Background: an optimization exercise with open tools, aiming at small area. Do not read the settings as production practice. In this exercise RTL edits were held to simulation tests only and were not proved equivalent to the original. Power is estimated from default activity; no workload was simulated.

[design/flow/design.v]
module row_decoder (
    input [3:0] addr,
    output [15:0] row_sel
);
    assign row_sel = 16'b1 << addr;
endmodule
module col_decoder (
    input [2:0] addr,
    output [7:0] col_sel
);
    assign col_sel = 8'b1 << addr;
endmodule
module write_driver #(
  parameter Rows = 16,  
  parameter Cols = 8    
)
(
  input we_n,        
  input [Rows-1:0]  row_sel,     
  input [Cols-1:0]  col_sel,     
  input  din,                    
  output do_write,    
  output data_bit      
);
  assign do_write = (~we_n) & (|row_sel) & (|col_sel);
  assign data_bit = din;
endmodule
module mux8to1 (
    input [7:0] din,   
    input [2:0] sel,   
    output dout
);
    assign dout = din[sel];   
endmodule
module sense_amp (
  input  bitline_in,
  output dout
);
  assign dout = bitline_in;  
endmodule
module sram16x8 (
    input clk,
    input rst_n,      
    input we_n,       
    input [6:0] addr,  
    input  din,        
    output dout        
);
    wire [3:0] row_addr = addr[6:3];  
    wire [2:0] col_addr = addr[2:0];  
    wire [15:0] row_sel;
    wire [7:0] col_sel;
    row_decoder u_row_dec (.addr(row_addr), .row_sel(row_sel));
    col_decoder u_col_dec (.addr(col_addr), .col_sel(col_sel));
    reg [7:0] mem [0:15];
    integer i;
    always @(posedge clk) begin
        if (!rst_n) begin
            for (i = 0; i < 16; i = i + 1) mem[i] <= 8'h00;
        end
    end
    wire do_write;
    wire data_bit;
    write_driver #(.Rows(16), .Cols(8)) u_wdrv (
        .we_n(we_n),
        .row_sel(row_sel),
        .col_sel(col_sel),
        .din(din),
        .do_write(do_write),
        .data_bit(data_bit)
  );
    always @(posedge clk) begin
        if (rst_n && do_write) begin
            mem[row_addr][col_addr] <= data_bit;
        end
    end
    wire [7:0] selected_row = mem[row_addr];
    wire mux_out;
    mux8to1 u_mux (.din(selected_row), .sel(col_addr), .dout(mux_out));
    wire sa_out;
    sense_amp u_sa (.bitline_in(mux_out), .dout(sa_out));
    reg dout_r;
    always @(posedge clk) begin
        if (!rst_n) dout_r <= 1'b0;
        else dout_r <= sa_out;  
    end
    assign dout = dout_r;
endmodule
[design/flow/run.sh]
#!/bin/bash
# synth_recipe.tcl (not shown) runs the flow's synth.tcl, then flattens the netlist and writes it again
# the make line also repeats each setting of config.mk as NAME=value (left out here)
make -C /OpenROAD-flow-scripts/flow DESIGN_CONFIG=/design/flow/config.mk WORK_HOME=/design/flow/orfs CLKGATE_MAP_FILE= SYNTH_SCRIPT=/design/flow/synth_recipe.tcl finish
[design/flow/config.mk]
export PLATFORM = sky130hd
export DESIGN_NAME = sram16x8
export DESIGN_NICKNAME = sram16x8
export VERILOG_FILES = /design/flow/design.v
export SDC_FILE = /design/flow/constraint.sdc
export NUM_CORES = 4
export LEC_CHECK = 0
export CAP_MARGIN = 20
export CORE_MARGIN = 2
export CORE_UTILIZATION = 40
export SLEW_MARGIN = 20
[design/flow/constraint.sdc]
create_clock -name core_clock -period 4.0 [get_ports {clk}]
set_input_delay 0.8000 -clock core_clock [delete_from_list [all_inputs] [get_ports {clk}]]
set_output_delay 0.8000 -clock core_clock [all_outputs]
set_load 0.01 [all_outputs]
==> results of run 1 <==
## cells by family after synthesis
family / count (synthesis)
DFF: 129
buffers and inverters: 50
AOI/OAI and AO/OA: 271
and+or+nand+nor: 233
muxes: 37
## final timing paths
path / from / to / slack [ns] / depth (start not counted)
setup / recovery: addr[0] / mem[11][7] / 1.23 / 6
hold / removal: mem[14][2] / mem[14][2] / 0.48 / 2
setup reg to reg: mem[11][5] / dout_r / 2.26 / 5
hold reg to reg: mem[14][2] / mem[14][2] / 0.48 / 2
## cell type report
class                      instances  area (um^2)
clock inverter                    10          134
sequential                       129         2580
timing repair buffer              29          230
fill                            1418         7730
clock buffer                      21          470
multi-input combinational        541         3150
tap                              184          230
inverter                           2         7.51
## critical path: cells and delay by family
| kind | cells | cell delay [ns] |
|---|---|---|
| and+or+nand+nor | 3 | 1.13 |
| buffers and inverters | 2 | 1.11 |
| AOI/OAI and AO/OA | 1 | 0.08 |
## placed cells by master, fill, tap and decap left out, drive strengths merged, types with 2 or more instances in the layout
cell type / count
dfxtp: 129
inv: 2
o21ai: 131
o22ai: 3
nand3b: 2
nand4: 5
mux4: 29
clkinv: 5
a221oi: 2
nor2b: 6
nand2: 36
nor2: 149
mux2: 4
mux2i: 4
nand3: 16
clkbuf: 21
nand2b: 6
clkdlybuf4s50: 8
clkinvlp: 2
bufinv: 3
buf: 21
a21oi: 129
nor3: 9
or2: 2
## sequential cells by signal (all words and copies together) (netlist names)
| name | count |
|---|---|
| dout_r | 1 |
| mem | 128 |
## power groups by stage
stage / clock network, uW / logic (uW) / registers (uW)
floorplan: 0 / 135 / 1320
global placement: 0 / 188 / 1320
detailed placement: 0 / 189 / 1320
CTS: 1600 / 190 / 1290
global route: 1660 / 209 / 1290
finish: 1590 / 192 / 1290
## per-stage QoR
step | instances | setup slack (ns) | util | hold slack, ns | power (uW)
after floorplan | 720 | 1.72 | - | 0.444 | 1450
after global placement | 885 | 0.822 | 0.426 | 0.455 | 1510
after detailed placement | 885 | 0.847 | 0.426 | 0.465 | 1510
after CTS | 916 | 1.30 | 0.468 | 0.479 | 3080
after global routing | 916 | 1.14 | 0.468 | 0.498 | 3160
final | 916 | 1.23 | 0.468 | 0.477 | 3070
## metal layers
metal | GRT usage | part of all wire | vias to the layer above
met5 | 0 | 0 | -
met4 | 0.0866 | 0.022 | 0
met3 | 0.0654 | 0.072 | 35
met2 | 0.375 | 0.45 | 172
met1 | 0.336 | 0.45 | 2572
li1 | - | - | 2561
==> flow_results.org, run 1 <==
** Synthesis
- Synthesis produced 720 cells.
- In the synthesized netlist the dominant register cell turns out to be dfxtp_1.
- The share of the Yosys chip area taken by registers is 0.433.
- Dominant combinational cell family by area after synthesis :: compound AO/OA/AOI/OAI gates
- In this run, synthesis inferred 0 flip-flops with an integrated enable.
- Simple logic cell fraction of the synthesized area :: 0.171
- In the post-synthesis netlist, the biggest area contributors are dfxtp_1 43%, mux4_2 11%, o21ai_0 11%.
- Most used standard cells in the synthesized netlist :: 149 x nor2_1, 130 x o21ai_0, 129 x a21oi_1, 129 x dfxtp_1, 36 x nand2_1
- Area share of the leading cell type in the synthesized netlist :: 0.433
- In this run, distinct cell masters in the synthesized netlist total 34.
- Leading cell type by number of instances after synthesis :: nor2_1
- Averaged over all synthesized cells, the footprint is 8.29 um^2.
- Area share of fa/ha/maj cells after synthesis :: 0
- Of the total synthesized cell area, the portion taken by XOR and XNOR cells is 0.
- The compound-cell area share of the yosys netlist came to 0.232.
- In this run the cell area of the synthesized design comes to 5970 um^2.
- dfxtp_1 takes more of the synthesized area than any other cell.
- Synthesis inferred 129 register bits.
- For this run, the number of Yosys warnings is 1.
- Share of flip-flops with an asynchronous set or reset :: 0
- Multiplexer area fraction after synthesis :: 0.124
- The number of nets handed over by synthesis was 731.

** Final layout
- After routing the design area is 6800 um^2.
- Number of diodes added for antenna fixing :: 0
- Proportion of layout cells with a drive suffix above 1 :: 0.130
- For this run, the post-layout net count is 731.
- Relative to the synthesized area, the layout overhead comes to 13.9%.

** Clock network
- TritonCTS built the clock tree.
- Post-CTS sizing :: 0
- Post-CTS repair timing setup buffer count :: 0
- Counting along the longest clock path gives a buffer depth of 2.
- Clock net sink count :: 129
- Buffers inserted to repair hold after CTS numbered 0.
- The root buffer cell chosen for the clock tree is clkbuf_16.
- Clock-pin slew was measured on the worst setup and hold paths at 0.06 ns.
- Deepest level of the CTS H-tree :: 4
- The later pin in the worst-skew pair is clocked with a latency of 0.42 ns.
- Clock buffers created by TritonCTS :: 17

** Timing
- Worst slew margin relative to its limit :: 0.289
- Hold Vio Cnt, Final :: 0
- Setup violations remaining at the end of the flow were counted as 0.
- Peak clock frequency supported by timing :: 361 MHz
- Number of max-slew violations in the final report :: 0
- Setup repair after global routing left no endpoint under its margin.
- Across the routed clock network, the largest skew measured is 0.00660 ns.
- Final TNS setup :: 0 ns
- Final period utilization :: 0.693
- Final critical-path required period :: 2.77 ns
- At the pin with the least slew margin, the transition time is 1.07 ns.

** Outcome
- The flow ran to the end and the layout has no timing, DRC or antenna violations.

** Setup path
- Peak per-stage delay on the critical path :: 0.79 ns
- Arrival time at the worst endpoint :: 3.12 ns
- STA puts the critical path data required time at 4.35 ns.
- Traced cell by cell, the critical path runs through clkdlybuf4s50_1, nand3b_1, nor2_1, buf_4, a21oi_1, nor2_1.
- STA classifies the critical path startpoint as a primary input.
- Worst-path maximum fanout :: 13
- Most frequent CP cell :: nor2_1
- The critical path in this run is classified as in2reg.
- Slowest cell on crit path :: clkdlybuf4s50_1
- The worst setup path is captured at a flop.

** Floorplanning
- Number of top-level pins :: 12
- Die X :: 126 um
- Core Footprint :: 14500 um^2
- Initial standard-cell utilization of the core :: 0.411
- Measured along the y axis, the die boundary spans 126 um.
- The floorplan has 44 rows.
- The die covers 15900 um^2.

** Routing
- The first detailed-routing pass ran for 7 iterations.
- DRC :: 0
- Average via count per standard cell :: 5.83
- Detail Route Antenna Nets :: 0
- Dividing the detail-routed wire length by the instance count gives 20.9 um.
- The routed layout has 5340 vias.
- Initial drt markers :: 525
- Wire length after detailed routing :: 19100 um

** Pwr
- Power per unit of standard cell area :: 452 nW/um^2
- Internal power :: 2370 uW
- Share of total power in sequential cells :: 0.420
- Worst-case vdd ir drop :: 0.000308 V
- Of the total power, combinational logic draws 0.063.
- The analysis attributes to net switching a power of 704 uW.
- Of the total power, the clock network draws 0.517.
- Static Leak :: 0.00227 uW
- Share of total power consumed by net switching :: 0.229

** Job
- The tool flagged a number of max-cap violations equal to 0.

** Place
- Count of input and output buffers :: 11
- Summed over all nets, the half-perimeter wirelength after detailed placement is 12200 um.
- Placer congestion estimate :: 0.949
- DP Area :: 6200 um^2

** Global route
- Overall track demand over capacity in global routing :: 0.245
- Entering global routing, the biggest net connects 130 pins.
- Antenna violations before repair :: 0
- Via count of the first global-routing pass :: 5010
- After global routing the overflow that remains totals 0.
- The first global-routing pass estimated 29500 um of wire.

** Hold path
- The min-delay analysis places its worst path in the category reg2reg.
==> run 2: changes to the inputs <==
==> design/flow/design.v (replaced) <==
module write_driver (
    input  q,
    input  r,
    input  cs,
    input  cc,
    output d
);
    assign d = (q | (r & cs)) & ~(r & cc);
endmodule
module rd3 (
    input  [2:0] a,
    input  [2:0] s,
    output y_n
);
    assign y_n = ~((a[0] & s[0]) | (a[1] & s[1]) | (a[2] & s[2]));
endmodule
module rd1 (
    input  a,
    input  s,
    output y_n
);
    assign y_n = ~(a & s);
endmodule
module sram16x8 (
    input clk,
    input rst_n,       
    input we_n,        
    input [6:0] addr,  
    input  din,        
    output dout        
);
    wire [3:0] ra = addr[6:3];
    wire [2:0] ca = addr[2:0];
    wire wr  = ~we_n & rst_n;
    wire [15:0] r;
    wire [7:0] cs, cc;
    genvar i, j;
    generate
        for (i = 0; i < 16; i = i + 1) begin : g_row
            assign r[i] = (ra == i) | ~rst_n;
        end
        for (j = 0; j < 8; j = j + 1) begin : g_col
            assign cs[j] = (ca == j) & wr & din;
            assign cc[j] = ((ca == j) & wr & ~din) | ~rst_n;
        end
    endgenerate
    reg  [127:0] mem;
    wire [127:0] mem_d;
    generate
        for (i = 0; i < 16; i = i + 1) begin : g_r
            for (j = 0; j < 8; j = j + 1) begin : g_c
                write_driver u_w (.q(mem[i*8+j]), .r(r[i]), .cs(cs[j]), .cc(cc[j]), .d(mem_d[i*8+j]));
            end
        end
    endgenerate
    always @(posedge clk) mem <= mem_d;
    wire [7:0] colv_n;
    generate
        for (j = 0; j < 8; j = j + 1) begin : g_rd
            wire [15:0] q;
            wire [5:0] g;
            for (i = 0; i < 16; i = i + 1) begin : g_q
                assign q[i] = mem[i*8+j];
            end
            rd3 u0 (.a(q[2:0]),   .s(r[2:0]),   .y_n(g[0]));
            rd3 u1 (.a(q[5:3]),   .s(r[5:3]),   .y_n(g[1]));
            rd3 u2 (.a(q[8:6]),   .s(r[8:6]),   .y_n(g[2]));
            rd3 u3 (.a(q[11:9]),  .s(r[11:9]),  .y_n(g[3]));
            rd3 u4 (.a(q[14:12]), .s(r[14:12]), .y_n(g[4]));
            rd1 u5 (.a(q[15]),    .s(r[15]),    .y_n(g[5]));
            assign colv_n[j] = &g;
        end
    endgenerate
    reg dout_r;
    always @(posedge clk)
        dout_r <= rst_n & ~colv_n[ca];
    assign dout = dout_r;
endmodule
--- a/design/flow/config.mk
+++ b/design/flow/config.mk
@@ -9,3 +9,4 @@
 export CORE_MARGIN = 2
 export CORE_UTILIZATION = 40
 export SLEW_MARGIN = 20
+export SYNTH_HIERARCHICAL = 1
==> run 2 against run 1 <==
  * Utilization is 5.3 points higher
  * Sequential power is 3% higher
  * Cell count is 19% lower
  * Final area is 12% lower
  * Critical path depth is 2 higher
  * Largest cell class is now registers
  * Combinational power is 27% higher
  * Sequential share of layout area is 5.1 points higher
  * Non-clock buffer count is 20 higher
  * Global-route usage is 3.0 points lower
  * Power is 6.0% higher
  * Clock skew is 0.0036 ns lower
==> flow_results.org, run 2 <==
** Clock network
- Post-CTS Hold Fix Bufs :: 0 (unchanged)
- Worst-path clk slew :: 0.05 ns (about the same)
- Post-CTS sizing :: 0 (unchanged)
- The clock latency on the worst-skew pair is 0.42 ns (about the same).
- The number of buffers created by CTS came to 17 (unchanged).
- Deepest level of the CTS H-tree :: 4 (unchanged)
- Maximum count of clock buffers along a single path :: 2 (unchanged)
- Post-CTS repair timing setup buffer count :: 0 (unchanged)
- Clock tree from TritonCTS :: built
- Clock net sink count :: 129 (unchanged)
- Clock tree root buffer cell :: clkbuf_16

** Hold path
- In this run the most critical hold path is launched from mem[68].
- For hold timing, the worst endpoint is mem[68].
- The worst hold path depth is 2 (unchanged).
- The tightest min-delay check is of the reg2reg type.

** Routing
- The number of routed nets with antenna violations is 0 (unchanged).
- Signal routing reaches up to met4.
- Initial drt markers :: 410 (-22%)
- Wire length per cell after detailed routing :: 17.8 um (-15%)
- The routed length on met1 is 5740 um (-34%).
- The length of the first detailed-routing pass in iterations is 7 (unchanged).
- The via count normalized by instance count is 6.08 (+4.3%).
- Wire length after detailed routing :: 13100 um (-31%)
- Routed length on met2 :: 6060 um (-30%)
- Wire length on met3 :: 866 um (-37%)
- DRC :: 0 (unchanged)
- The total number of vias was 4493 (-16%).

** Final layout
- Proportion of layout cells with a drive suffix above 1 :: 0.148 (+0.0179)
- The number of flip-flops under the largest register name came to 128 (unchanged).
- The total number of nets in the final design came to 594 (-19%).
- Leaving out fill and tap cells, the most frequent cell in the layout is a21oi_1.
- Number of diodes added for antenna fixing :: 0 (unchanged)
- Highest-count cells in the layout ignoring fill and taps :: 256 x a21oi_1, 129 x dfxtp_1, 40 x a222oi_1
- Area growth from synthesis to final layout :: 26.2%
- Biggest register :: mem
- Leading registers by flop count :: mem (128), dout_r (1)
- Non-Filler Instances :: 739 (-19%)

** Pwr
- The maximum vdd ir drop is 0.000378 V (+23%).
- Internal power :: 2510 uW (+6.2%)
- The switching portion of total power was 0.228 (-0.00129).
- Total chip power :: 3260 uW (+6.0%)
- The switching power came to 742 uW (+5.4%).
- The part of the power in combinational logic is 0.075 (+0.012).
- Share of total power in sequential cells :: 0.409 (-0.011)
- The power density of the placed cells is 543 nW/um^2 (+20%).
- The static power due to leakage came to 0.00221 uW (-2.7%).
- Part of the power in the clock network :: 0.516 (about the same)

** Floorplanning
- Die Span Y :: 113 um (-10%)
- The number of top-level design ports was 12 (unchanged).
- The effective utilization at floorplan is 0.413 (+0.00205).
- The horizontal die dimension came to 113 um (-10%).
- The floorplan row count came to 39 (-11%).
- The placeable core region was 11500 um^2 (-21%).
- The full die area is 12800 um^2 (-20%).

** Timing
- The clock skew after layout was 0.00300 ns (-0.00360 ns).
- Number of max-slew violations in the final report :: 0 (unchanged)
- The portion of the clock cycle consumed by the worst path in the final layout is 0.734 (+0.0416).
- Peak clock frequency supported by timing :: 340 MHz (-5.7%)
- Setup repair after global routing left no endpoint under its margin.
- Final critical-path required period :: 2.94 ns (+0.167 ns)
- Hold Vio Cnt, Final :: 0 (unchanged)
- The actual slew at the worst max-slew pin is 0.904 ns (-0.162 ns).
- The total of endpoints with negative setup slack in the final report came to 0 (unchanged).
- Final TNS setup :: 0 ns (unchanged)
- Worst slew margin relative to its limit :: 0.397 (+0.108)

** Synthesis
- The post-synthesis async set-or-reset flop share was 0 (unchanged).
- Post-synth EDFFs :: 0 (unchanged)
- The net count after synthesis is 531 (-27%).
- The number of synthesized register bits was 129 (unchanged).
- The synthesized design spends more area on one cell type than any other, namely dfxtp_1.
- In the synthesized netlist, the cells that appear most often are 256 x a21oi_1, 129 x dfxtp_1, 40 x a222oi_1, 22 x nand2_1, 22 x o21ai_0.
- Area share of the leading cell type in the synthesized netlist :: 0.543 (+0.111)
- The count of warnings emitted by yosys came to 7 (+6).
- The average footprint of a synthesized cell came to 9.14 um^2 (+10%).
- Unique cell type count in the Yosys netlist :: 22 (-35%)
- Cell area after technology mapping :: 4750 um^2 (-20%)
- The sequential-to-total area share from yosys stat came to 0.543 (+0.111).
- Leading cell type by number of instances after synthesis :: a21oi_1
- After synthesis, the cell types taking the most area are dfxtp_1 54%, a21oi_1 27%, a222oi_1 8.4%.
- The synthesized netlist cell count was 520 (-28%).
- Among all flip-flop cells after synthesis, the most frequent one is dfxtp_1.

** Outcome
- Run status :: complete, no violations

** Setup path
- The largest fanout on the critical path is 19 (+6).
- In this run the critical register-to-register path is launched from mem[48].
- The data arrival time at the worst-slack endpoint came to 3.28 ns (+0.16 ns).
- Depth of the worst register-to-register path :: 5 (unchanged)
- CP Data Required Time :: 4.35 ns (about the same)
- Worst setup path class :: in2reg
- STA classifies the critical path startpoint as a primary input.
- The worst register-to-register path ends at dout_r.
- Type of destination of the critical path :: flop
- Flop-to-flop setup slack :: 2.48 ns (+0.22 ns)

** Global route
- The via count of the first global-routing pass came to 4135 (-17%).
- Overall track demand over capacity in global routing :: 0.215 (-0.0299)
- The wire length of the first global-routing pass came to 21200 um (-28%).
- Antenna violations before repair :: 0 (unchanged)
- Pin count of the biggest net entering global routing :: 25 (-81%)
- The overflow left after global routing came to 0 (unchanged).

** Place
- The count of input and output buffers came to 11 (unchanged).
- Placer congestion estimate :: 0.864 (-9.0%)
- The placed instance count is 707 (-20%).
- The half-perimeter wire length after detailed placement came to 8600 um (-30%).

** Job
- Max-capacitance violation count :: 0 (unchanged)
## run 2: changes by cell type in the layout (fill, tap and decap cells not counted), moves of 7 or more
cell,previous run,this run
a21oi_1,129,256
a222oi_1,0,40
buf_4,18,38
mux4_2,29,0
nand2_1,36,22
nand3_1,16,2
nor2_1,149,8
nor3_1,1,8
nor3_2,8,0
o21ai_0,130,5
o21ai_2,0,11
## run 2: metal layers
layer | track usage | vias up
li1 | - | 2198
met1 | 0.269 | 2108
met2 | 0.342 | 158
met3 | 0.0536 | 29
met4 | 0.120 | 0
met5 | 0 | -
## run 2: metrics by stage
stage / setup slack [ns] / hold WS [ns] / cell area (um^2) / utilization
floorplan: 0.424 / 0.468 / 4750 / -
global placement: 0.670 / 0.476 / 5350 / 0.465
detailed placement: 0.656 / 0.485 / 5350 / 0.465
CTS: 1.09 / 0.498 / 6000 / 0.521
global route: 0.853 / 0.513 / 6000 / 0.521
finish: 1.06 / 0.496 / 6000 / 0.521
## run 2: per-module statistics from Yosys (local to each module, per instance)
module	area [um^2]	times used	flops+latches	cells inside
rd3	10.0	40	0	1
rd1	3.75	8	0	1
write_driver	10.0	128	0	2
sram16x8	3040	1	129	216
## run 2: layout make-up
class                           count  area (um^2)
Clock buffer                       18          439
Clock inverter                     14          211
Fill cell                        1038         5510
Inverter                            1         3.75
Multi-Input combinational cell    385         2190
Sequential cell                   129         2580
Tap cell                          143          179
Timing Repair Buffer               49          395
## run 2: critical path, stage by stage
cell             delay (ns)
clkdlybuf4s50_1        0.45
nand2b_1               0.25
o21ai_2                0.65
a222oi_1               0.24
nand4_1                0.15
nor3_1                 0.06
or4_1                  0.51
o22ai_1                0.16
## run 2: logic make-up after synthesis
family	share of synthesized area
AO/OA/AOI/OAI	0.382
flip-flops	0.543
AND/OR/NAND/NOR	0.0671
buffers and inverters	0.00789
## run 2: power by group through the flow
stage               logic, uW  registers (uW)  clock network, uW
finish                    244            1330               1680
CTS                       242            1330               1710
detailed placement        241            1360                  0
global route              267            1330               1770
floorplan                 137            1350                  0
global placement          237            1360                  0
## run 2: worst max path at each step
stage,cells after the start,start,slack [ns],end
2_1_floorplan,7,addr[3],0.42,dout_r
3_3_place_gp,8,addr[5],0.67,dout_r
3_5_place_dp,8,addr[5],0.66,dout_r
4_1_cts,8,addr[5],1.09,dout_r
5_1_grt,8,addr[3],0.85,dout_r
6_report,8,addr[5],1.06,dout_r
==> run 3: changes to the inputs <==
--- a/design/flow/config.mk
+++ b/design/flow/config.mk
@@ -5,8 +5,9 @@
 export SDC_FILE = /design/flow/constraint.sdc
 export NUM_CORES = 4
 export LEC_CHECK = 0
-export CAP_MARGIN = 20
+export CAP_MARGIN = 0
 export CORE_MARGIN = 2
 export CORE_UTILIZATION = 40
-export SLEW_MARGIN = 20
+export CTS_BUF_LIST = sky130_fd_sc_hd__clkbuf_4
+export SLEW_MARGIN = 0
 export SYNTH_HIERARCHICAL = 1
==> run 3 against run 2 <==
  * Clock skew grew 0.0045 ns
  * Clock power shrank 38%
  * Utilization decreased by 2.7 points
  * Sequential power barely moved
  * Power fell by 20%
  * Non-clock buffer count unchanged
  * Final area decreased by 5.1%
  * Global-route usage decreased by 0.27 points
  * Critical endpoint unchanged
  * Largest cell class unchanged
==> flow_results.org, run 3 <==
** Outcome
- Run status :: complete, no violations

** Synthesis
- The count of warnings emitted by yosys is 7 (unchanged).
- Area share of the leading cell type in the synthesized netlist :: 0.543 (unchanged)
- The net count after synthesis came to 531 (unchanged).
- Ys flop type :: dfxtp_1
- Post-synth EDFFs :: 0 (unchanged)
- The average footprint of a synthesized cell came to 9.14 um^2 (unchanged).
- Unique cell type count in the Yosys netlist :: 22 (unchanged)
- The cell area after synthesis came to 4750 um^2 (unchanged).
- The largest total area in the synthesized netlist belongs to dfxtp_1.
- After synthesis, the cell types taking the most area are dfxtp_1 54%, a21oi_1 27%, a222oi_1 8.4%.
- Count of state elements after synthesis :: 129 (unchanged)
- Leading cell type by number of instances after synthesis :: a21oi_1
- The sequential-to-total area share from yosys stat came to 0.543 (unchanged).
- Share of flip-flops with an asynchronous set or reset :: 0 (unchanged)
- Cells after synthesis :: 520 (unchanged)
- After synthesis, the most frequently instantiated cells are 256 x a21oi_1, 129 x dfxtp_1, 40 x a222oi_1, 22 x nand2_1, 22 x o21ai_0.

** Final layout
- Area growth from synthesis to final layout :: 19.8%
- The number of flip-flops under the largest register name was 128 (unchanged).
- Core occupancy in the finished layout :: 0.494 (-0.0267)
- Highest-count cells in the layout ignoring fill and taps :: 256 x a21oi_1, 129 x dfxtp_1, 40 x a222oi_1
- Most frequent standard cell in the layout excluding fill and tap cells :: a21oi_1
- Post-route design area :: 5690 um^2 (-5.1%)
- Number of diodes added for antenna fixing :: 0 (unchanged)
- The register with the most flip-flops in the final layout is mem.
- Proportion of layout cells with a drive suffix above 1 :: 0.146 (-0.00168)
- Total number of nets in the final design :: 594 (unchanged)
- The largest registers in the layout are mem (128), dout_r (1).

** Setup path
- In this run the critical register-to-register path is launched from mem[48].
- STA classifies the critical path endpoint as a flop.
- CP Data Required Time :: 4.48 ns (+0.13 ns)
- The largest fanout on the critical path was 19 (unchanged).
- Worst setup path class :: in2reg
- Worst setup path startpoint :: addr[5]
- Flop-to-flop setup slack :: 2.48 ns (about the same)
- End of the worst register-to-register path :: dout_r
- The data arrival time at the worst-slack endpoint came to 3.29 ns (about the same).
- STA classifies the critical path startpoint as a primary input.
- The number of cells traversed by the worst register-to-register path was 5 (unchanged).

** Pwr
- The maximum vdd ir drop was 0.000302 V (-20%).
- The power density of the placed cells was 459 nW/um^2 (-15%).
- The static power due to leakage is 0.00207 uW (-6.2%).

** Timing
- Final critical-path required period :: 2.81 ns (-0.125 ns)
- The actual slew at the worst max-slew pin is 1.10 ns (+0.193 ns).
- Count of final setup violators :: 0 (unchanged)
- Worst slew margin relative to its limit :: 0.261 (-0.136)
- The setup TNS was 0 ns (unchanged).
- Peak clock frequency supported by timing :: 356 MHz (+4.4%)
- Final period utilization :: 0.703 (-0.0311)
- Worst-case hold slack :: 0.507 ns (+0.0115 ns)
- Number of max-slew violations in the final report :: 0 (unchanged)
- The number of hold-slack violations in the final timing report came to 0 (unchanged).
- Setup repair after global routing left no endpoint under its margin.
- The clock skew after layout was 0.00748 ns (+0.00448 ns).

** Clock network
- Clock tree from TritonCTS :: built
- Clock tree root buffer cell :: clkbuf_4
- Post-CTS Hold Fix Bufs :: 0 (unchanged)
- Post-CTS sizing :: 0 (unchanged)
- Clock net sink count :: 129 (unchanged)
- Worst-path clk slew :: 0.11 ns (+0.06 ns)
- The clock latency on the worst-skew pair was 0.55 ns (+0.13 ns).
- The number of H-tree levels is 4 (unchanged).
- Clock buffers created by TritonCTS :: 17 (unchanged)
- The buffer levels on the longest clock path was 2 (unchanged).
- The number of setup buffers added after CTS is 0 (unchanged).

** Routing
- The number of routed nets with antenna violations was 0 (unchanged).
- Average via count per standard cell :: 6.08 (about the same)
- Initial drt markers :: 391 (-4.6%)
- DRC :: 0 (unchanged)
- Count of vias placed by the detailed router :: 4491 (-0.045%)
- Detailed Routing Iterations Pass 1 :: 6 (-1)
- The routed length per placed instance is 17.6 um (-1.1%).
- Wire length after detailed routing :: 13000 um (-1.1%)

** Global route
- The via count of the first global-routing pass came to 4118 (-0.41%).
- The number of antenna violations at the first check in global routing is 0 (unchanged).
- The wire length of the first global-routing pass is 21000 um (-0.98%).
- Overall track demand over capacity in global routing :: 0.213 (-0.00272)
- The overflow left after global routing was 0 (unchanged).
- The pin count of the biggest net entering global routing was 25 (unchanged).

** Place
- Count of input and output buffers :: 11 (unchanged)
- DP Area :: 5350 um^2 (unchanged)
- The global placer's final weighted congestion came to 0.864 (unchanged).
- HPWL after detailed placement :: 8600 um (unchanged)

** Job
- The number of max-cap violations came to 0 (unchanged).

** Hold path
- The worst hold path belongs to the class reg2reg.
- Worst hold stages :: 2 (unchanged)
- The worst hold path terminates at mem[62].
- In this run the most critical hold path is launched from mem[62].

** Floorplanning
- The number of top-level design ports was 12 (unchanged).
- The horizontal die dimension is 113 um (unchanged).
- The floorplan row count is 39 (unchanged).
- The effective utilization at floorplan came to 0.413 (unchanged).
- Die Span Y :: 113 um (unchanged)
- The placeable core region was 11500 um^2 (unchanged).
- Die footprint :: 12800 um^2 (unchanged)
[run 3: cell counts after synthesis]
Identical to the previous run, type by type.
[run 3: per-module statistics from Yosys, one instance, submodules excluded]
module	area [um^2]	cells inside
rd1	3.75	1
rd3	10.0	1
sram16x8	3040	216
write_driver	10.0	2
[run 3: final cells by class]
class	instances	area (um^2)
Fill cell	1082	5820
Sequential cell	129	2580
Clock inverter	15	215
Timing Repair Buffer	49	395
Multi-Input combinational cell	385	2190
Tap cell	143	179
Clock buffer	17	128
Inverter	1	3.75
[run 3: worst max path at each step]
stage               slack, ns     end
floorplan                0.42  dout_r
global placement         0.67  dout_r
detailed placement       0.66  dout_r
CTS                      1.26  dout_r
global route             1.03  dout_r
finish                   1.19  dout_r
[run 3: power breakdown]
group	switching [uW]	total, uW	internal [uW]
Sequential	15.6	1330	1310
Combinational	162	243	80.9
Clock	488	1040	553
[run 3: stage by stage]
step | power, uW | std cells | setup WS (ns)
floorplan | 1490 | 520 | 0.424
global placement | 1600 | 707 | 0.670
detailed placement | 1600 | 707 | 0.656
CTS | 2640 | 739 | 1.26
global route | 2720 | 739 | 1.03
finish | 2610 | 739 | 1.19
[run 3: metal layers]
| metal | track usage | wire [um] | up-vias |
|---|---|---|---|
| li1 | - | - | 2201 |
| met1 | 0.266 | 5730 | 2097 |
| met2 | 0.337 | 5960 | 165 |
| met3 | 0.0595 | 936 | 28 |
| met4 | 0.107 | 374 | 0 |
| met5 | 0 | 0 | - |
[run 3: cell families after synthesis]
| group | after synthesis | share of synthesized area |
|---|---|---|
| compound gates | 321 | 0.382 |
| flops | 129 | 0.543 |
| simple gates | 64 | 0.0671 |
| buf+inv | 6 | 0.00789 |
[run 3: critical path, stage by stage]
cell and delay [ns]:
clkdlybuf4s50_1 0.45, nand2b_1 0.25, o21ai_2 0.66, a222oi_1 0.24, nand4_1 0.16, nor3_1 0.06, or4_1 0.51, o22ai_1 0.16
==> run 4: changes to the inputs <==
--- a/design/flow/config.mk
+++ b/design/flow/config.mk
@@ -9,5 +9,6 @@
 export CORE_MARGIN = 2
 export CORE_UTILIZATION = 40
 export CTS_BUF_LIST = sky130_fd_sc_hd__clkbuf_4
+export GPL_TIMING_DRIVEN = 0
 export SLEW_MARGIN = 0
 export SYNTH_HIERARCHICAL = 1
==> run 4 against run 3 <==
  * Critical path depth increased by 1
  * Die area unchanged
  * Synthesized area unchanged
  * Non-clock buffer count decreased by 10
  * Register-to-register slack got worse by 0.05 ns
  * Sequential cell count unchanged
  * Combinational power increased by 5%
  * Clock power decreased by 27%
  * Utilization decreased by 0.66 points
  * Final area decreased by 1.3%
  * Setup slack got worse by 0.26 ns
  * Maximum frequency decreased by 8.5%
==> flow_results.org, run 4 <==
** Final layout
- In the final layout, the registers with the most flip-flops are mem (128), dout_r (1).
- Number of flip-flops under the largest register name :: 128 (unchanged)
- Number of diodes added for antenna fixing :: 0 (unchanged)
- Fill cells :: 1087 (+0.46%)
- Proportion of layout cells with a drive suffix above 1 :: 0.133 (-0.0126)
- The total number of nets in the final design was 584 (-1.7%).
- Most frequent standard cell in the layout excluding fill and tap cells :: a21oi_1
- The final core utilization came to 0.488 (-0.00663).
- Biggest register :: mem
- Relative to the synthesized area, the layout overhead comes to 18.2%.
- The top cell types in the final layout, fill and taps aside, are 256 x a21oi_1, 129 x dfxtp_1, 40 x a222oi_1.

** Clock network
- The number of H-tree levels came to 4 (unchanged).
- Maximum count of clock buffers along a single path :: 2 (unchanged)
- Post-CTS Hold Fix Bufs :: 0 (unchanged)
- Clock tree root buffer cell :: clkbuf_4
- Source-to-sink clock delay at the later pin of the worst-skew pair :: 0.54 ns (about the same)
- Post-CTS repair timing setup buffer count :: 0 (unchanged)
- The clock sink total came to 129 (unchanged).
- The post-cts resize count came to 0 (unchanged).
- Clock tree from TritonCTS :: built
- Worst-path clk slew :: 0.10 ns (about the same)
- The number of buffers created by CTS is 17 (unchanged).

** Synthesis
- The area share of the largest cell type after synthesis was 0.543 (unchanged).
- The average footprint of a synthesized cell came to 9.14 um^2 (unchanged).
- Ys flop type :: dfxtp_1
- The synthesized netlist cell count came to 520 (unchanged).
- The count of distinct cell types in the synthesized netlist is 22 (unchanged).
- Counting instances in the post-synthesis netlist gives the leading cell types as 256 x a21oi_1, 129 x dfxtp_1, 40 x a222oi_1, 22 x nand2_1, 22 x o21ai_0.
- Among all cell types in the netlist, the one instantiated most often is a21oi_1.
- The cell area after synthesis is 4750 um^2 (unchanged).
- The count of warnings emitted by yosys is 7 (unchanged).
- The number of synthesized register bits is 129 (unchanged).
- Share of flip-flops with an asynchronous set or reset :: 0 (unchanged)
- By area the synthesized netlist is led by dfxtp_1 54%, a21oi_1 27%, a222oi_1 8.4%.
- The sequential-to-total area share from yosys stat was 0.543 (unchanged).
- Net Count, Synth :: 531 (unchanged)
- Post-synth EDFFs :: 0 (unchanged)
- Cell type contributing the most total cell area after synthesis :: dfxtp_1

** Floorplanning
- The horizontal die dimension was 113 um (unchanged).
- The placeable core region is 11500 um^2 (unchanged).
- Number of placement rows :: 39 (unchanged)
- Number of top-level pins :: 12 (unchanged)
- Initial standard-cell utilization of the core :: 0.413 (unchanged)
- Die footprint :: 12800 um^2 (unchanged)
- The die height came to 113 um (unchanged).

** Timing
- Worst-margin pin slew :: 1.10 ns (+0.00123 ns)
- Worst slew margin relative to its limit :: 0.265 (+0.00420)
- The total of endpoints with negative setup slack in the final report was 0 (unchanged).
- Final TNS setup :: 0 ns (unchanged)
- Worst-case hold slack :: 0.508 ns (+0.000359 ns)
- Clock skew :: 0.00962 ns (+0.00214 ns)
- Setup repair after global routing left no endpoint under its margin.
- The number of hold-slack violations in the final timing report is 0 (unchanged).
- The maximum clock frequency came to 325 MHz (-8.5%).
- The clock period minus worst slack was 3.07 ns (+0.261 ns).
- Final period utilization :: 0.768 (+0.0652)
- Number of max-slew violations in the final report :: 0 (unchanged)

** Pwr
- Internal power :: 1700 uW (-13%)
- The share of total power in the clock network came to 0.324 (-0.074).
- Share of total power in sequential cells :: 0.567 (+0.058)
- Share of total power consumed by net switching :: 0.274 (+0.0197)
- Static Leak :: 0.00200 uW (-3.4%)
- Fraction of power consumed by combinational cells :: 0.109 (+0.016)
- Worst-case vdd ir drop :: 0.000223 V (-26%)
- Total chip power :: 2340 uW (-10%)
- Power per unit of standard cell area :: 417 nW/um^2 (-9.2%)
- The switching power was 643 uW (-3.5%).

** Routing
- The overall routed net length came to 12500 um (-3.5%).
- The via count normalized by instance count came to 6.04 (-0.55%).
- Wire length per cell after detailed routing :: 17.2 um (-2.1%)
- Initial drt markers :: 324 (-17%)
- The total number of vias came to 4400 (-2.0%).
- DRC :: 0 (unchanged)
- The length of the first detailed-routing pass in iterations was 5 (-1).
- Detail Route Antenna Nets :: 0 (unchanged)

** Setup path
- Type of destination of the critical path :: flop
- The data arrival time at the worst-slack endpoint was 3.51 ns (+0.22 ns).
- The critical path required time is 4.43 ns (-0.05 ns).
- Worst-path maximum fanout :: 13 (-6)
- The critical path is of the in2reg type.
- CP startpoint kind :: primary input

** Global route
- Pin count of the biggest net entering global routing :: 22 (-12%)
- The wire length of the first global-routing pass is 20300 um (-3.5%).
- The overflow left after global routing was 0 (unchanged).
- The all-layer global routing usage is 0.205 (-0.00728).
- Via count of the first global-routing pass :: 4039 (-1.9%)
- The number of antenna violations at the first check in global routing came to 0 (unchanged).

** Job
- Max-capacitance violation count :: 0 (unchanged)

** Place
- HPWL after detailed placement :: 9010 um (+4.8%)
- Count of input and output buffers :: 9 (-2)
- Placer congestion estimate :: 0.857 (-0.84%)

** Outcome
- Run status :: complete, no violations

** Hold path
- The min-delay analysis places its worst path in the category reg2reg.
## run 4: worst paths after layout
| check | endpoint | startpoint | slack, ns | cells after the start |
|---|---|---|---|---|
| worst max-delay path | dout_r | addr[4] | 0.93 | 9 |
| worst min-delay path | mem[37] | mem[37] | 0.51 | 2 |
| worst max register to register | dout_r | mem[75] | 2.43 | 5 |
| worst min register to register | mem[37] | mem[37] | 0.51 | 2 |
## run 4: per-module statistics from Yosys (local to each module, per instance)
module,copies in the design,area (um^2),flops+latches
rd3,40,10.0,0
write_driver,128,10.0,0
rd1,8,3.75,0
sram16x8,1,3040,129
## run 4: per-layer routing
| metal | GRT usage | vias to the layer above | wire length [um] |
|---|---|---|---|
| met3 | 0.0536 | 20 | 589 |
| met2 | 0.351 | 107 | 6350 |
| met1 | 0.239 | 2082 | 5320 |
| met5 | 0 | - | 0 |
| met4 | 0.100 | 0 | 277 |
| li1 | - | 2191 | - |
## run 4: layout make-up
| class | count | area [um^2] | share of cell area |
|---|---|---|---|
| inverter | 1 | 3.75 | 0.000668 |
| tap | 143 | 179 | 0.0318 |
| multi-input combinational | 385 | 2210 | 0.394 |
| timing repair buffer | 34 | 372 | 0.0661 |
| sequential | 129 | 2580 | 0.460 |
| buffer | 5 | 33.8 | 0.00601 |
| clock inverter | 13 | 97.6 | 0.0174 |
| clock buffer | 18 | 135 | 0.0241 |
## run 4: worst max-delay path: stages
cell             delay, ns
clkdlybuf4s50_1       0.46
or2_2                 0.38
o21ai_2               0.54
buf_6                 0.24
a222oi_1              0.10
nand2_1               0.12
nor3_1                0.06
or4_1                 0.54
o22ai_1               0.27
## run 4: cells by family after synthesis
kind of cell | synth area share
AOI/OAI and AO/OA | 0.382
DFF | 0.543
and+or+nand+nor | 0.0671
buffers and inverters | 0.00789
## run 4: stage by stage
stage,std cells,area (um^2),worst slack (ns)
6_report,728,5620,0.926
3_3_place_gp,672,5020,-1.33
3_5_place_dp,697,5390,0.384
5_1_grt,728,5620,0.864
2_1_floorplan,520,4750,0.424
4_1_cts,728,5620,0.977
## run 4: power groups by stage
stage	sequential (uW)	clock [uW]	combinational (uW)
2_1_floorplan	1350	0	137
3_3_place_gp	1360	0	204
3_5_place_dp	1360	0	255
4_1_cts	1330	787	255
5_1_grt	1330	843	279
6_report	1330	759	254
==> run 5: changes to the inputs <==
--- a/design/flow/config.mk
+++ b/design/flow/config.mk
@@ -7,8 +7,8 @@
 export LEC_CHECK = 0
 export CAP_MARGIN = 0
 export CORE_MARGIN = 2
-export CORE_UTILIZATION = 40
-export CTS_BUF_LIST = sky130_fd_sc_hd__clkbuf_4
-export GPL_TIMING_DRIVEN = 0
+export CORE_UTILIZATION = 60
+export CTS_BUF_LIST = sky130_fd_sc_hd__clkbuf_2 sky130_fd_sc_hd__clkbuf_4
+export CTS_CLUSTER_SIZE = 30
 export SLEW_MARGIN = 0
 export SYNTH_HIERARCHICAL = 1
==> run 5 against run 4 <==
  * Utilization up 24 points
  * Synthesized cell count did not move
  * Still clean
  * Register-to-register slack better by 0.02 ns
  * First-iteration DRC count increased by 65%
  * Largest cell class unchanged
  * Combinational power shrank 5%
  * Die area is 32% lower
  * Global-route usage is 9.5 points higher
==> flow_results.org, run 5 <==
** Clock network
- The clock latency on the worst-skew pair is 0.52 ns (-0.02 ns).
- Clock net sink count :: 129 (unchanged)
- The number of buffers created by CTS was 17 (unchanged).
- Post-CTS sizing :: 0 (unchanged)
- TritonCTS built the clock tree.
- The buffer levels on the longest clock path is 2 (unchanged).
- The number of hold-repair buffers added at the cts stage came to 0 (unchanged).
- Worst-path clk slew :: 0.10 ns (about the same)
- Post-CTS repair timing setup buffer count :: 0 (unchanged)
- Clock tree root buffer cell :: clkbuf_4
- The number of H-tree levels came to 4 (unchanged).

** Timing
- Count of final setup violators :: 0 (unchanged)
- The number of hold-slack violations in the final timing report was 0 (unchanged).
- The clock skew after layout is 0.0164 ns (+0.00674 ns).
- Setup repair after global routing missed its margin :: false
- Worst slew margin relative to its limit :: 0.656 (+0.391)
- Final critical-path required period :: 2.73 ns (-0.348 ns)
- The maximum clock frequency came to 367 MHz (+13%).
- The actual slew at the worst max-slew pin came to 0.514 ns (-0.584 ns).
- Final period utilization :: 0.681 (-0.0871)
- Final TNS setup :: 0 ns (unchanged)
- The final count of pins violating max slew is 0 (unchanged).

** Outcome
- Run status :: complete, no violations

** Synthesis
- Synth top area cells :: dfxtp_1 54%, a21oi_1 27%, a222oi_1 8.4%
- The post-synthesis async set-or-reset flop share is 0 (unchanged).
- Cells after synthesis :: 520 (unchanged)
- The net count after synthesis came to 531 (unchanged).
- Count of state elements after synthesis :: 129 (unchanged)
- The area share of the largest cell type after synthesis came to 0.543 (unchanged).
- Sequential cell area fraction in the yosys report :: 0.543 (unchanged)
- Cell type contributing the most total cell area after synthesis :: dfxtp_1
- Post-synth EDFFs :: 0 (unchanged)
- The average footprint of a synthesized cell came to 9.14 um^2 (unchanged).
- Cell area after technology mapping :: 4750 um^2 (unchanged)
- Ys flop type :: dfxtp_1
- The commonest cells after synthesis are 256 x a21oi_1, 129 x dfxtp_1, 40 x a222oi_1, 22 x nand2_1, 22 x o21ai_0.
- Unique cell type count in the Yosys netlist :: 22 (unchanged)
- The count of warnings emitted by yosys came to 7 (unchanged).
- Leading cell type by number of instances after synthesis :: a21oi_1

** Setup path
- CP startpoint kind :: primary input
- Worst-path maximum fanout :: 24 (+11)
- Type of destination of the critical path :: flop
- The data arrival time at the worst-slack endpoint was 3.12 ns (-0.39 ns).
- The critical path required time is 4.40 ns (-0.03 ns).
- The worst setup path is of the in2reg kind.

** Pwr
- The maximum vdd ir drop came to 0.000317 V (+42%).
- Static Leak :: 0.00207 uW (+3.4%)
- Total chip power :: 2600 uW (+11%)
- The power density of the placed cells was 465 nW/um^2 (+11%).

** Job
- The number of max-cap violations came to 0 (unchanged).

** Floorplanning
- Number of placement rows :: 32 (-18%)
- Core Footprint :: 7690 um^2 (-33%)
- Die X :: 93.0 um (-18%)
- Number of top-level pins :: 12 (unchanged)
- The effective utilization at floorplan is 0.618 (+0.206).
- The die height was 93.0 um (-18%).
- Die footprint :: 8650 um^2 (-32%)

** Routing
- Average via count per standard cell :: 6.46 (+6.9%)
- Detail Route Antenna Nets :: 0 (unchanged)
- Wire length per cell after detailed routing :: 18.1 um (+5.2%)
- Wire length after detailed routing :: 12600 um (+0.56%)
- The length of the first detailed-routing pass in iterations came to 9 (+4).
- Initial drt markers :: 535 (+65%)
- The remaining design rule violation count was 0 (unchanged).
- Count of vias placed by the detailed router :: 4496 (+2.2%)

** Final layout
- The largest registers in the layout are mem (128), dout_r (1).
- Most frequent standard cell in the layout excluding fill and tap cells :: a21oi_1
- The number of flip-flops under the largest register name is 128 (unchanged).
- More flip-flops sit in one register than any other, and that register is mem.
- The total number of nets in the final design came to 594 (+1.7%).
- From synthesis to final layout, the design area changed by 17.7%.
- Proportion of layout cells with a drive suffix above 1 :: 0.126 (-0.00707)
- In the layout the commonest cells are 256 x a21oi_1, 129 x dfxtp_1, 40 x a222oi_1.
- Fill cells :: 612 (-44%)
- The antenna diode count is 0 (unchanged).

** Place
- HPWL after detailed placement :: 8110 um (-10%)
- Placer congestion estimate :: 0.916 (+6.9%)
- Count of input and output buffers :: 11 (+2)

** Hold path
- Hold/Removal Path Class :: reg2reg

** Global route
- Most Used Layer, Global Route :: met2
- The via count of the first global-routing pass is 4094 (+1.4%).
- The all-layer global routing usage was 0.300 (+0.0946).
- Antenna violations before repair :: 0 (unchanged)
- Grt met2 use :: 0.508 (+0.157)
- Pin count of the biggest net entering global routing :: 25 (+14%)
- The met1 global-route usage is 0.388 (+0.149).
- The wire length of the first global-routing pass is 20100 um (-0.65%).
- Total overflow reported by the global router :: 0 (unchanged)
- The global-route met3 utilization is 0.0629 (+0.00929).
## run 5: per-module statistics from Yosys (local to each module, per instance)
module / area [um^2] / flip-flops and latches
write_driver: 10.0 / 0
rd1: 3.75 / 0
rd3: 10.0 / 0
sram16x8: 3040 / 129
## run 5: worst max-delay path: stages
cell,delay (ns)
clkdlybuf4s50_1,0.79
o21ai_1,0.15
buf_4,0.25
a222oi_1,0.41
nand4_1,0.17
nor4_1,0.31
or4_1,0.16
o22ai_1,0.08
## run 5: through the flow
| step | instance area (um^2) | hold WS [ns] | setup WS, ns | std cells | util |
|---|---|---|---|---|---|
| 5_1_grt | 5600 | 0.528 | 1.18 | 696 | 0.728 |
| 6_report | 5600 | 0.510 | 1.27 | 696 | 0.728 |
| 3_5_place_dp | 5260 | 0.484 | 0.815 | 666 | 0.684 |
| 4_1_cts | 5600 | 0.511 | 1.34 | 696 | 0.728 |
| 2_1_floorplan | 4750 | 0.468 | 0.424 | 520 | - |
| 3_3_place_gp | 5260 | 0.475 | 0.833 | 666 | 0.684 |
## run 5: report_power, final
part	internal [uW]	switching (uW)	total (uW)
logic	79.6	162	241
clock network	556	475	1030
registers	1310	16.0	1330
total	1950	652	2600
## run 5: worst paths after layout
path                              start  endpoint  slack [ns]  cells past startpoint
worst min-delay path            mem[54]   mem[54]        0.51                      2
worst max-delay path              rst_n    dout_r        1.27                      8
worst max register to register  mem[48]    dout_r        2.45                      5
worst min register to register  mem[54]   mem[54]        0.51                      2
## run 5: per-layer routing
layer	vias to the layer above	part of all wire
met2	187	0.49
li1	2199	-
met4	0	0.018
met5	-	0
met1	2090	0.41
met3	20	0.089
## run 5: cell type report
| type | instances | area [um^2] | area share |
|---|---|---|---|
| Clock inverter | 13 | 211 | 0.0378 |
| Multi-Input combinational cell | 385 | 2150 | 0.384 |
| Clock buffer | 17 | 128 | 0.0228 |
| Inverter | 1 | 3.75 | 0.000671 |
| Sequential cell | 129 | 2580 | 0.461 |
| Timing Repair Buffer | 49 | 395 | 0.0706 |
| Tap cell | 102 | 128 | 0.0228 |
## run 5: kinds of logic after synthesis
| group | after synthesis | share of synthesized area |
|---|---|---|
| simple gates | 64 | 0.0671 |
| flops | 129 | 0.543 |
| buf+inv | 6 | 0.00789 |
| compound gates | 321 | 0.382 |

afterwards: timing with drivers on the ports:
How much do the figures lean on ideal ports? The routed layouts below were timed once more, with nothing changed but the port constraints.
Step 1: set_driving_cell puts a clkbuf_16 on clk and a buf_2 on each other input, an assumption about the parent block.
Step 2 also shifts input and output timing later by t, the mid clock arrival at the registers, as if the neighbouring blocks saw the same clock.
Three values: no drivers, after step 1, after step 2; two values: the first two.
run | shift t [ns] | slack for setup (ns) | worst hold slack (ns) | slew at the worst register clock pin (ns)
run 1 | 0.465 | 1.229 / 1.249 / 0.785 | 0.477 / 0.477 / 0.477 | 0.06 / 0.06
run 2 | 0.461 | 1.063 / 1.076 / 0.615 | 0.496 / 0.496 / 0.496 | 0.06 / 0.06
run 3 | 0.575 | 1.187 / 1.189 / 0.615 | 0.507 / 0.507 / 0.507 | 0.12 / 0.12
run 4 | 0.558 | 0.926 / 0.933 / 0.375 | 0.508 / 0.508 / 0.508 | 0.11 / 0.11
run 5 | 0.536 | 1.275 / 1.273 / 0.736 | 0.510 / 0.510 / 0.510 | 0.12 / 0.12
After both steps every run listed still meets setup and hold. The setup slack of run 3, which loses most, moves by +0.002 ns with the drivers and by -0.572 ns with both steps.
